Source: an optimization exercise on an open RTL-to-GDS flow (aim: small area). Production flows keep margins and buffers that such runs may drop. The RTL was checked by simulation tests, not by an equivalence proof against the original design. No driver is modelled on the clock port, so clocking that relies on it looks cheaper here than on a real chip.

== job 101 ==
==> module sd_cmd_engine, before the edit <==
module sd_cmd_engine (
    input         clk,
    input         rst_n,
    input         soft_rst_n,
    input         command_ready,
    input         response_expected,
    input         long_response,
    input  [5:0]  command_index,
    input  [31:0] command_argument,
    input         sd_cmd_in,
    input         sd_dat0_in,
    output        sd_cmd_out,
    output        sd_cmd_oe,
    output        cmd_sending,
    output [31:0] response0,
    output [31:0] response1,
    output [31:0] response2,
    output [31:0] response3,
    output        resp_crc_err,
    output        end_command,
    output        end_command_and_response,
    output        response_timeout
);
reg         st_send, st_resp, st_c;
reg         oe;
reg   [7:0] cnt;
reg   [6:0] crc;
reg [119:0] resp;
wire idle      = !st_send && !st_resp;
wire wait_send = idle && st_c;
wire wait_recv = st_resp && !st_c;
wire receiving = st_resp && st_c;
wire send_last  = cnt[5] && cnt[4];
wire timeout    = wait_recv && cnt[6];
wire short_last = cnt[5] && (&cnt[3:0]);
wire long_last  = cnt[7] && cnt[3];
wire recv_last  = long_response ? long_last : short_last;
always @(posedge clk or negedge rst_n) begin
    if (!rst_n) begin
        st_send <= 1'b0;
        st_resp <= 1'b0;
        st_c    <= 1'b0;
    end else if (!soft_rst_n) begin
        st_send <= 1'b0;
        st_resp <= 1'b0;
        st_c    <= 1'b0;
    end else if (st_send) begin
        if (send_last) begin
            st_send <= 1'b0;
            st_resp <= response_expected;
        end
    end else if (!st_resp) begin
        if (!st_c) begin
            st_c <= command_ready;
        end else if (sd_dat0_in) begin
            st_c    <= 1'b0;
            st_send <= 1'b1;
        end
    end else if (!st_c) begin
        if (cnt[6])
            st_resp <= 1'b0;
        else if (!sd_cmd_in)
            st_c <= 1'b1;
    end else if (recv_last) begin
        st_resp <= 1'b0;
        st_c    <= 1'b0;
    end
end
always @(posedge clk or negedge rst_n) begin
    if (!rst_n)
        oe <= 1'b0;
    else
        oe <= st_send;
end
wire       cnt_clr_n = !(idle || (st_send && send_last) || (wait_recv && !sd_cmd_in));
wire [7:0] cnt_next;
sd_cnt_next u_cnt (.c(cnt), .clr_n(cnt_clr_n), .n(cnt_next));
always @(posedge clk)
    cnt <= cnt_next;
wire send_bit;
sd_send_mux u_mux (.c(cnt[5:0]), .f({2'b01, command_index, command_argument}), .crc6(crc[6]), .y(send_bit));
assign sd_cmd_out  = !st_send || send_bit;
assign sd_cmd_oe   = oe;
assign cmd_sending = st_send;
wire crc_win = long_response ? ((|cnt[7:3]) && !(cnt[7] && (cnt[3] || (&cnt[2:0])))) : !short_last;
wire       crc_shift = st_send || (receiving && crc_win);
wire       crc_hold  = !crc_shift && !wait_send;
wire [6:0] crc_next;
sd_crc_next u_crc (.r(crc), .sel(st_send), .d1(send_bit), .d0(sd_cmd_in),
                   .shift(crc_shift), .hold(crc_hold), .n(crc_next));
always @(posedge clk)
    crc <= crc_next;
assign resp_crc_err = |crc;
wire shift_en = receiving && !cnt[7] && (|cnt[6:3]) && !(!long_response && cnt[5] && cnt[3]);
always @(posedge clk) begin
    if (shift_en)
        resp <= {resp[118:96], resp[95] & long_response,
                 resp[94:64],  resp[63] & long_response,
                 resp[62:32],  resp[31] & long_response,
                 resp[30:0],   sd_cmd_in};
end
assign response0 = resp[31:0];
assign response1 = resp[63:32];
assign response2 = resp[95:64];
assign response3 = {8'd0, resp[119:96]};
assign end_command              = st_resp;
assign end_command_and_response = receiving && recv_last;
assign response_timeout         = timeout;
endmodule
Settings: LEC_CHECK=0, CAP_MARGIN=20, CORE_MARGIN=2, CORE_UTILIZATION=75, PLACE_DENSITY=0.88, SLEW_MARGIN=20, SYNTH_HIERARCHICAL=1, SYNTH_MINIMUM_KEEP_SIZE=0; clock period 10.0 ns.
standard.sh (not shown) runs the stock make flow with config.mk's settings and CLKGATE_MAP_FILE= SYNTH_SCRIPT=/design/flow/synth_recipe.tcl, a recipe that flattens the netlist after the stock synthesis.
==> flow/flow/run.sh <==
#!/bin/bash
# Layout flow: the standard flow (standard.sh, unchanged synthesis), with
#  - port buffers of the smallest buffer cell (buf_1) instead of buffer_ports' default pick,
#  - one tie cell for the constant outputs (no per-pin tie copies),
#  - a clock tree of clkbuf_4 cells without dummy balancing loads; after CTS
#    (post_cts.tcl), downsize.tcl gives logic cells the smallest drive that keeps timing, and
#    cts_fix.tcl sizes each leaf clock buffer to the smallest clkbuf that keeps the
#    flip-flop clock slew low.
# make's full output goes to make_finish.log; each ORFS step keeps its own log under orfs/logs/.
set -euo pipefail
here=$(pwd)
export BUFFER_PORTS_ARGS="-buffer_cell sky130_fd_sc_hd__buf_1"
export SKIP_REPAIR_TIE_FANOUT=1
export CTS_ARGS="-sink_clustering_enable -repair_clock_nets -dont_use_dummy_load -buf_list sky130_fd_sc_hd__clkbuf_4"
export POST_CTS_TCL="$here/flow/post_cts.tcl"
bash standard.sh finish > make_finish.log 2>&1
Other scripts of this flow, unchanged in this note and not shown: flow/flow/cts_fix.tcl, flow/flow/downsize.tcl, flow/flow/post_cts.tcl
## Diff of input files: job 102 against job 101
-- flow/design.v --
<<< job 101, line 218
wire shift_en = receiving && !cnt[7] && (|cnt[6:3]) && !(!long_response && cnt[5] && cnt[3]);
always @(posedge clk) begin
    if (shift_en)
        resp <= {resp[118:96], resp[95] & long_response,
                 resp[94:64],  resp[63] & long_response,
                 resp[62:32],  resp[31] & long_response,
                 resp[30:0],   sd_cmd_in};
end
assign response0 = resp[31:0];
>>> job 102, line 218
wire shift_en = receiving && !cnt[7] && (|cnt[6:3]) && !(!long_response && cnt[5] && cnt[3]);
always @(posedge clk) begin
    if (st_send || !soft_rst_n)
        resp <= 120'd0;
    else if (shift_en)
        resp <= {resp[118:0], sd_cmd_in};
end
assign response0 = resp[31:0];
==> notes.md <==
Compared with job 101, job 102 shows global-route usage higher by 1.2 points.
As of job 102, total number of vias had risen by more than a quarter compared to job 101.
Area fraction of clock buffers and clock inverters of job 101 is on par with job 102.
Job 102 against job 101: sequential cell area in the final layout shrank by 30%, worst hold slack grew by 0.047 ns, first-pass GRT wire length grew by 30%.
Looking at detailed-router iteration count before antenna repair, job 102 sits 1 higher than job 101 does.

==> static timing again, ports no longer ideal <==
No port has a modelled driver above. Below, the same layouts with a new extraction and two added sets of constraints. Step 1 sets driving cells, clkbuf_16 on the clock port and buf_2 on the other inputs (assumed; they add their load-dependent delay and slew). Step 2, shift: input delay + t, output delay - t, t = (earliest + latest rising clock arrival at the registers) / 2. This alone moves slack from input paths to output paths. a / b / c = ideal / step 1 / step 2; a / b = the first two.
run	t (ns)	slack for setup (ns)	clock arrival spread, ns
job 101	0.484	4.200 / 4.177 / 4.177	0.058 / 0.058
job 102	0.531	4.188 / 4.148 / 4.148	0.037 / 0.038
After both steps every run listed still meets setup and hold. The setup slack of job 102, which loses most, moves by -0.040 ns with the drivers and by -0.040 ns with both steps.
